Source: an optimization exercise on an open RTL-to-GDS flow (aim: small area, a short achievable clock period and few clock cycles). Production flows keep margins and buffers that such runs may drop.
In this exercise RTL edits were held to simulation tests only and were not proved equivalent to the original.
No activity file was given, so power comes from the tool's default toggle rates.

## flow/design.v (module list and top-level ports; edited modules follow where they fit)
// module JAM: 1163 lines
module JAM (
input CLK,
input RST,
output reg [2:0] W,
output reg [2:0] J,
input [6:0] Cost,
output reg [3:0] MatchCount,
output reg [9:0] MinCost,
output reg Valid );
  // ...
==> flow/run.sh <==
#!/bin/bash
# synth_recipe.tcl (not shown) runs the flow's synth.tcl, then flattens the netlist and writes it again
# the make line also repeats each setting of config.mk as NAME=value (left out here)
make -C /OpenROAD-flow-scripts/flow DESIGN_CONFIG=/design/flow/config.mk WORK_HOME=/design/flow/orfs CLKGATE_MAP_FILE= SYNTH_SCRIPT=/design/flow/synth_recipe.tcl finish
==> flow/config.mk <==
export PLATFORM = sky130hd
export DESIGN_NAME = JAM
export DESIGN_NICKNAME = JAM
export VERILOG_FILES = /design/flow/design.v
export SDC_FILE = /design/flow/constraint.sdc
export NUM_CORES = 4
export LEC_CHECK = 0
export CAP_MARGIN = 20
export CORE_MARGIN = 2
export CORE_UTILIZATION = 40
export SETUP_SLACK_MARGIN = 4.8
export SLEW_MARGIN = 20
==> flow/constraint.sdc <==
create_clock -name core_clock -period 8.0 [get_ports {CLK}]
set_input_delay 1.6000 -clock core_clock [delete_from_list [all_inputs] [get_ports {CLK}]]
set_output_delay 1.6000 -clock core_clock [all_outputs]
set_load 0.01 [all_outputs]
==> results.yml, run 1 <==
layout:
  nMultiInputCombCells: 5676
  multi_input_area_mm2: 0.0506
  fin_cells: 12700
  final_layout_size_suffix_gt1_share_pct: 23.4
  seq_area_mm2: 0.0447
  fillerInstances: 21700
  buf_share_pct: 5.78
  largest_class: "multi-input combinational cells"
sta:
  relSlewSlack_pct: 7.94
  period_minus_slack_ns: 3.46
critical_path:
  reg2reg_slack_ns: 4.54
  r2r-end: "s2_l13[9]$_DFF_P_"
  crit_chain: "buf_12, buf_16, a222oi_1, buf_4, inv_4, ha_4, or3_4, o211ai_1, xor2_2"
  max_stage_delay_ns: 0.95
  path_class: "reg2reg"
detailed_routing:
  dr.max_layer_used: "met5"
  num_vias: 84600
  dr_wl_met3_um: 73800
  routed_wl_um: 578000
  drc: 0
placement:
  gp_routability_congestion: 1.14
power:
  power_density_mw_per_mm2: 206
  p_comb_share_pct: 3.0
logic_synthesis:
  synth_mux_area_share_pct: 13.3
  synth_top_area_share_pct: 45.2
  synth.distinct_cells: 77
  synth-compound-area-share_pct: 15.7
  synth_flop_cell: "dfxtp_1"
  yosys.area.top_type: "dfxtp_1"
run_status:
  status: "timing/DRC/antenna clean"
grt:
  grt_pass1_wl_um: 732000
clock_network:
  clk_path_buf_depth: 3
hold_path:
  whs_endpoint: "an32[3]$_DFF_P_"
Testbench counts, summed over its fixed seeds: cycles 3,168.
==> inputs of run 2 (changes only) <==
--- a/flow/config.mk
+++ b/flow/config.mk
@@ -9,3 +9,6 @@
 export CORE_MARGIN = 2
-export CORE_UTILIZATION = 40
+export CORE_UTILIZATION = 50
+export CTS_BUF_LIST = sky130_fd_sc_hd__clkbuf_16
+export CTS_CLUSTER_DIAMETER = 82
+export CTS_CLUSTER_SIZE = 20
 export SETUP_SLACK_MARGIN = 4.8
==> run 2 against run 1 <==
Against the previous run: first-iteration DRC count is 5.0% higher; cell count decreased by 7.2%; worst setup slack lost 0.049 ns; critical path depth increased by 4; utilization up 9.4 points; die area decreased by 20%; maximum frequency fell by 1.4%; via count shrank 0.28%; flip-flop and latch count did not move; non-clock buffer count shrank 31; final area decreased by 4.6%; critical path type unchanged; critical endpoint is now ac2[4]$_DFF_P_.
==> results.yml, run 2 <==
sta:
  report.final.slew_viol_count: 0
  relSlewSlack_pct: 11.1
  hold_viol: 0
  setup_viol: 0
  period_minus_slack_ns: 3.51
  setup_ws_ns: 4.49
  fin_setup_tns_ns: 0
  rsz0062_at_grt: "yes"
  finClkSkew_ns: 0.0426
  period_share_pct: 43.9
  holdWs_ns: 0.318
  fmax_mhz: 285
  worst_pin_slew_ns: 1.33
detailed_routing:
  post_drt_wl_per_cell_um: 46.4
  routed_via_density: 7.15
  drtIter0Drc: 16400
  routed_wl_um: 547000
  first_pass_iters: 17
  drc: 0
  antenna_left: 0
  num_vias: 84300
power:
  peakVddDrop_mv: 0.256
  leakage_nw: 47.0
  power_density_mw_per_mm2: 181
clock_network:
  ctsHoldBuffers: 0
  cts_buffers: 139
  clk_pin_slew_worst_paths_ns: 0.08
  clk_path_buf_depth: 3
  clock_latency_ns: 0.90
  cts.htree.levels: 4
  root_buffer: "clkbuf_16"
  cts_sinks: 2216
  tritoncts: "yes"
logic_synthesis:
  synth.area.top_cells: "dfxtp_1 (45%), mux2_2 (9.4%), ha_1 (9.2%)"
  yosys.area.top_type: "dfxtp_1"
  ys.warnings.count: 1
  syn_inst: 8825
  yosysSeqAreaShare_pct: 46.1
  yosys-top-cells-count: "dfxtp_1 (2181), mux2_2 (809), ha_1 (711)"
  synth.distinct_cells: 77
  synth_top_area_share_pct: 45.2
  synth_fp_nets: 9615
  syn_area_per_cell_um2: 10.9
  synth_edf_count: 0
  async_flop_share_pct: 1.58
  yosys_register_bits: 2216
  synthMostInstantiatedCell: "dfxtp_1"
  synth.cell_area_mm2: 0.0966
  synth_flop_cell: "dfxtp_1"
grt:
  gr-total-overflow: 0
  grt_pass1_wl_um: 699000
  gr-usage-all-layers_pct: 53.1
  first_global_vias: 76600
  antenna_found_initial: 104
  grt_max_degree: 70
layout:
  layout_common_cells: "dfxtp_1 (2125), mux2_2 (747), ha_1 (692)"
  area_growth_pct: 14.8
  final_layout_size_suffix_gt1_share_pct: 21.2
  postLayoutCellArea_mm2: 0.111
  nets: 9875
  final_common_cell: "dfxtp_1"
  fillerInstances: 16300
placement:
  dpl_cell_area_mm2: 0.0997
  gp_routability_congestion: 1.15
  place_ws_ns: 3.03
  port_buffers: 29
  hpwlAfterDp_um: 416000
floorplanning:
  dieHeight_um: 444
  coreArea_mm2: 0.192
  row_count: 161
  start_util_pct: 50.3
  io_pins: 30
  dieWidth_um: 444
  die_area_mm2: 0.197
hold_path:
  hold_class: "reg2reg"
critical_path:
  worstPathRequired_ns: 8.76
  critPathCaptureType: "flop"
  path_class: "reg2reg"
  start_kind: "flop"
  critPathMaxFanout: 6
  arrival_ns: 4.28
run:
  cap_violations: 0
run_status:
  status: "timing/DRC/antenna clean"
run 2: cell counts after synthesis:
No cell type changed its count.
run 2: metal layers:
layer	GRT usage, %	wire length (µm)	vias up
met5	0.464	802	-
met4	53.5	70900	22
met3	23.5	78400	2321
met2	72.2	211000	7376
met1	60.3	186000	41300
li1	-	-	33300
run 2: through the flow:
| stage | power, W | std cells | util, % |
|---|---|---|---|
| after floorplan | 0.0120 | 8825 | - |
| after global placement | 0.0124 | 11100 | 51.8 |
| after detailed placement | 0.0124 | 11100 | 51.9 |
| after CTS | 0.0199 | 11500 | 56.0 |
| after global routing | 0.0204 | 11700 | 57.6 |
| final | 0.0201 | 11800 | 57.7 |
run 2: cell type report:
type	count	area, µm²	area share (%)
timing repair buffer	538	5980	5.40
multi-input combinational	5676	50600	45.6
clock buffer	146	3650	3.29
antenna	107	268	0.241
tap	2526	3160	2.85
clock inverter	67	624	0.563
inverter	514	1940	1.75
sequential	2216	44700	40.3
run 2: worst max-delay path, stage by stage (launching register included):
cell and delay, ns:
dfxtp_4 0.37, buf_12 0.13, or2_4 0.27, nor2_4 0.28, and2_1 0.18, ha_1 0.24, and4_1 0.21, and2_4 0.14
a221o_1 0.33, a21oi_4 0.33, buf_6 0.16, buf_6 0.09, and2_4 0.26, mux2_2 0.36
run 2: power by group:
part | internal (W) | total, W | switching, W | leakage [nW]
clock network | 0.00360 | 0.00778 | 0.00418 | 2.16
logic | 0.000317 | 0.000700 | 0.000383 | 26.3
registers | 0.0112 | 0.0116 | 0.000396 | 18.5
run 2: kinds of logic after synthesis:
logic type	Yosys count	synth area share, %
AO/OA/AOI/OAI	1970	15.7
XOR/XNOR	340	3.08
adder cells (fa/ha/maj)	781	10.7
buffers and inverters	948	3.94
flip-flops	2216	46.1
multiplexers	1178	13.3
AND/OR/NAND/NOR	1392	7.20
run 2: what timing repair did:
| item | 4_1_cts | 5_1_grt |
|---|---|---|
| pin swaps | 84 | 176 |
| gates cloned | 18 | 24 |
| resized for setup | 341 | 368 |
| setup endpoints to repair | 1196 | 851 |
| setup buffers | 189 | 121 |
run 2: final timing paths:
check / cells past startpoint / endpoint / slack, ns / start
setup / recovery: 13 / ac2[4]$_DFF_P_ / 4.49 / fg2_l32[0]$_DFF_P_
hold / removal: 0 / an13[3]$_DFF_P_ / 0.32 / an12[3]$_DFF_P_
setup reg to reg: 13 / ac2[4]$_DFF_P_ / 4.49 / fg2_l32[0]$_DFF_P_
hold reg to reg: 0 / an13[3]$_DFF_P_ / 0.32 / an12[3]$_DFF_P_
max in group asynchronous: 2 / W[2]$_DFFE_PP0P_ / 6.11 / RST
min in group asynchronous: 2 / C[3]$_DFF_PP0_ / 1.21 / RST
==> inputs of run 3 (changes only) <==
--- a/flow/config.mk
+++ b/flow/config.mk
@@ -13,3 +13,3 @@
 export CTS_CLUSTER_SIZE = 20
-export SETUP_SLACK_MARGIN = 4.8
+export SETUP_SLACK_MARGIN = 4.2
 export SLEW_MARGIN = 20
==> run 3 against run 2 <==
Against the previous run: still clean; sequential power barely moved; worst hold slack better by 0.011 ns; sequential share of layout area grew 2.2 points; cell count shrank 3.1%; flip-flop and latch count unchanged; register-to-register slack got worse by 0.38 ns; critical path type unchanged; largest cell class unchanged.
==> results.yml, run 3 <==
logic_synthesis:
  syn_area_per_cell_um2: 10.9
  synth.area.top_cells: "dfxtp_1 (45%), mux2_2 (9.4%), ha_1 (9.2%)"
  async_flop_share_pct: 1.58
  synth_edf_count: 0
  ys.warnings.count: 1
  yosysSeqAreaShare_pct: 46.1
  synth_flop_cell: "dfxtp_1"
  syn_inst: 8825
  synth_fp_nets: 9615
  synth.distinct_cells: 77
  synth.cell_area_mm2: 0.0966
  yosys-top-cells-count: "dfxtp_1 (2181), mux2_2 (809), ha_1 (711)"
  synthMostInstantiatedCell: "dfxtp_1"
  yosys.area.top_type: "dfxtp_1"
  yosys_register_bits: 2216
  synth_top_area_share_pct: 45.2
clock_network:
  clk_path_buf_depth: 3
  cts_buffers: 141
  tritoncts: "yes"
  root_buffer: "clkbuf_16"
  clock_latency_ns: 0.89
  cts.htree.levels: 4
  clk_pin_slew_worst_paths_ns: 0.08
  cts_sinks: 2216
  ctsHoldBuffers: 0
floorplanning:
  start_util_pct: 50.3
  dieWidth_um: 444
  coreArea_mm2: 0.192
  die_area_mm2: 0.197
  row_count: 161
  io_pins: 30
  dieHeight_um: 444
critical_path:
  r2r-end: "bc54[9]$_DFF_P_"
  max_stage_delay_ns: 0.72
  start_kind: "flop"
  critPathTopFamily: "simple AND/OR/NAND/NOR gates"
  path_class: "reg2reg"
  path_buf_inv: 2
  r2r_cells: 9
  reg2reg_slack_ns: 4.11
  critPathMaxFanout: 22
  r2r_start: "h2_l6[1]$_DFF_P_"
  slowest_stage: "dfxtp_2"
  arrival_ns: 4.67
  worstPathRequired_ns: 8.78
  critPathCaptureType: "flop"
  cpMostUsedCell: "buf_4"
  crit_chain: "buf_4, a221oi_1, ha_1, nand3_1, or3_1, o221ai_2, nor2_4, buf_4, mux2_2"
power:
  power_density_mw_per_mm2: 189
  peakVddDrop_mv: 0.224
  leakage_nw: 44.3
  p_comb_share_pct: 3.1
  power.switching_w: 0.00492
  p_seq_share_pct: 58.5
  switching_share_pct: 24.8
  internal-power_w: 0.0150
  p_clk_share_pct: 38.3
sta:
  report.final.slew_viol_count: 0
  fmax_mhz: 257
  fin_setup_tns_ns: 0
  worst_pin_slew_ns: 1.29
  period_share_pct: 48.6
  holdWs_ns: 0.329
  setup_viol: 0
  finClkSkew_ns: 0.0321
  rsz0062_at_grt: "yes"
  period_minus_slack_ns: 3.89
  relSlewSlack_pct: 13.7
  hold_viol: 0
hold_path:
  hold_depth: 0
  hold_start: "an37[1]$_DFF_P_"
  hold_class: "reg2reg"
  whs_endpoint: "an38[1]$_DFF_P_"
grt:
  grt_max_degree: 98
  antenna_found_initial: 93
  gr-usage-all-layers_pct: 51.3
  gr-total-overflow: 0
  first_global_vias: 73900
  grt_pass1_wl_um: 675000
detailed_routing:
  routed_via_density: 7.09
  drtIter0Drc: 15500
  first_pass_iters: 21
  num_vias: 81000
  drc: 0
  routed_wl_um: 521000
  post_drt_wl_per_cell_um: 45.6
  antenna_left: 0
layout:
  layout_common_cells: "dfxtp_1 (2157), mux2_2 (809), ha_1 (711)"
  nets: 9563
  seq_area_mm2: 0.0446
  area_growth_pct: 8.67
  fillerInstances: 16800
  fin_util_pct: 54.6
  multi_input_area_mm2: 0.0487
  postLayoutCellArea_mm2: 0.105
  final_common_cell: "dfxtp_1"
  final_layout_size_suffix_gt1_share_pct: 15.8
run_status:
  status: "timing/DRC/antenna clean"
placement:
  port_buffers: 29
  hpwlAfterDp_um: 416000
  dpl_cell_area_mm2: 0.0997
  gp_routability_congestion: 1.13
run:
  cap_violations: 0
==> run 3: per-stage QoR <==
stage	total power [W]	cells	setup WS (ns)
2_1_floorplan	0.0120	8825	4.43
3_3_place_gp	0.0124	11100	3.46
3_5_place_dp	0.0124	11100	3.40
4_1_cts	0.0197	11300	4.17
5_1_grt	0.0202	11400	4.13
6_report	0.0199	11400	4.11
==> run 3: cell type report <==
type / count / area share, %
diodes: 56 / 0.133
clock buffers: 144 / 3.43
clock inverters: 67 / 0.558
inverters: 514 / 1.84
multi-input cells: 5661 / 46.4
flip-flops and latches: 2216 / 42.5
well taps: 2526 / 3.01
repair buffers: 239 / 2.13
==> run 3: power by group through the flow <==
stage	combinational [W]	sequential (W)	clock, W
2_1_floorplan	0.000389	0.0116	0
3_3_place_gp	0.000569	0.0119	0
3_5_place_dp	0.000582	0.0118	0
4_1_cts	0.000591	0.0116	0.00754
5_1_grt	0.000660	0.0116	0.00795
6_report	0.000619	0.0116	0.00762
==> run 3: what timing repair did <==
action / 4_1_cts / 5_1_grt
hold endpoints to repair: 0 / 0
pin swaps: 2 / 3
setup buffers: 18 / 15
gates resized for setup: 45 / 44
setup endpoints to repair: 476 / 354
==> run 3: how the worst max path moves through the flow <==
stage / cells past startpoint / to / slack [ns] / start
final: 9 / bc54[9]$_DFF_P_ / 4.11 / h2_l6[1]$_DFF_P_
after global routing: 10 / bc54[5]$_DFF_P_ / 4.13 / h2_l6[1]$_DFF_P_
after global placement: 10 / bc45[0]$_DFF_P_ / 3.46 / fg2_l32[0]$_DFF_P_
after floorplan: 15 / bc45[3]$_DFF_P_ / 4.43 / h2_l32[0]$_DFF_P_
after CTS: 10 / an55[1]$_DFF_P_ / 4.17 / h2_l19[2]$_DFF_P_
after detailed placement: 10 / bc45[7]$_DFF_P_ / 3.40 / fg2_l32[0]$_DFF_P_
==> run 3: kinds of logic after synthesis <==
| kind of cell | Yosys count | synth area share [%] |
|---|---|---|
| and+or+nand+nor | 1392 | 7.20 |
| muxes | 1178 | 13.3 |
| buffers and inverters | 948 | 3.94 |
| AOI/OAI and AO/OA | 1970 | 15.7 |
| DFF | 2216 | 46.1 |
| adders and majority gates | 781 | 10.7 |
| xor gates and xnor gates | 340 | 3.08 |
==> run 3: worst reg2reg max path, delay by kind of cell, from the launching register on <==
family / cells / cell delay (ns)
mux: 1 / 0.29
fa+ha+maj: 1 / 0.35
buf+inv: 2 / 0.86
simple gates: 3 / 0.90
flops: 1 / 0.72
compound gates: 2 / 0.67
==> run 3: metal layers <==
layer | wire [µm] | global-route usage [%] | share of wire [%] | vias to the layer above
met5 | 109 | 0.171 | 0.021 | -
met4 | 67400 | 52.1 | 13 | 16
met3 | 71200 | 19.7 | 14 | 2034
met2 | 200000 | 69.2 | 38 | 6750
met1 | 183000 | 60.5 | 35 | 39600
li1 | - | - | - | 32600

-- separate check: timing with driven ports --
Ports are ideal in the flow. The routed layouts listed here were re-timed in OpenROAD.
Step 1 (the two cells are an assumption about what drives the block):
set clk [get_ports {CLK}]
set_driving_cell -lib_cell sky130_fd_sc_hd__clkbuf_16 $clk
set_driving_cell -lib_cell sky130_fd_sc_hd__buf_2 [delete_from_list [all_inputs] $clk]
Step 2 adds t to the input delays and takes it off the output delays; t is the mean of the earliest and latest rising clock arrival at the registers after step 1. Input paths then give back, and output paths get back, about the clock's delay inside the block.
Slacks: ideal / step 1 / step 2; pairs: ideal / step 1.
run | shift t [ns] | setup WS [ns] | latest minus earliest clock arrival (ns) | pins driven straight from the clock port
run 1 | 1.030 | 4.536 / 4.536 / 4.536 | 0.061 / 0.062 | 1
run 2 | 0.986 | 4.487 / 4.487 / 4.487 | 0.054 / 0.054 | 1
run 3 | 0.950 | 4.109 / 4.109 / 4.109 | 0.035 / 0.035 | 1
After both steps every run listed still meets setup and hold.
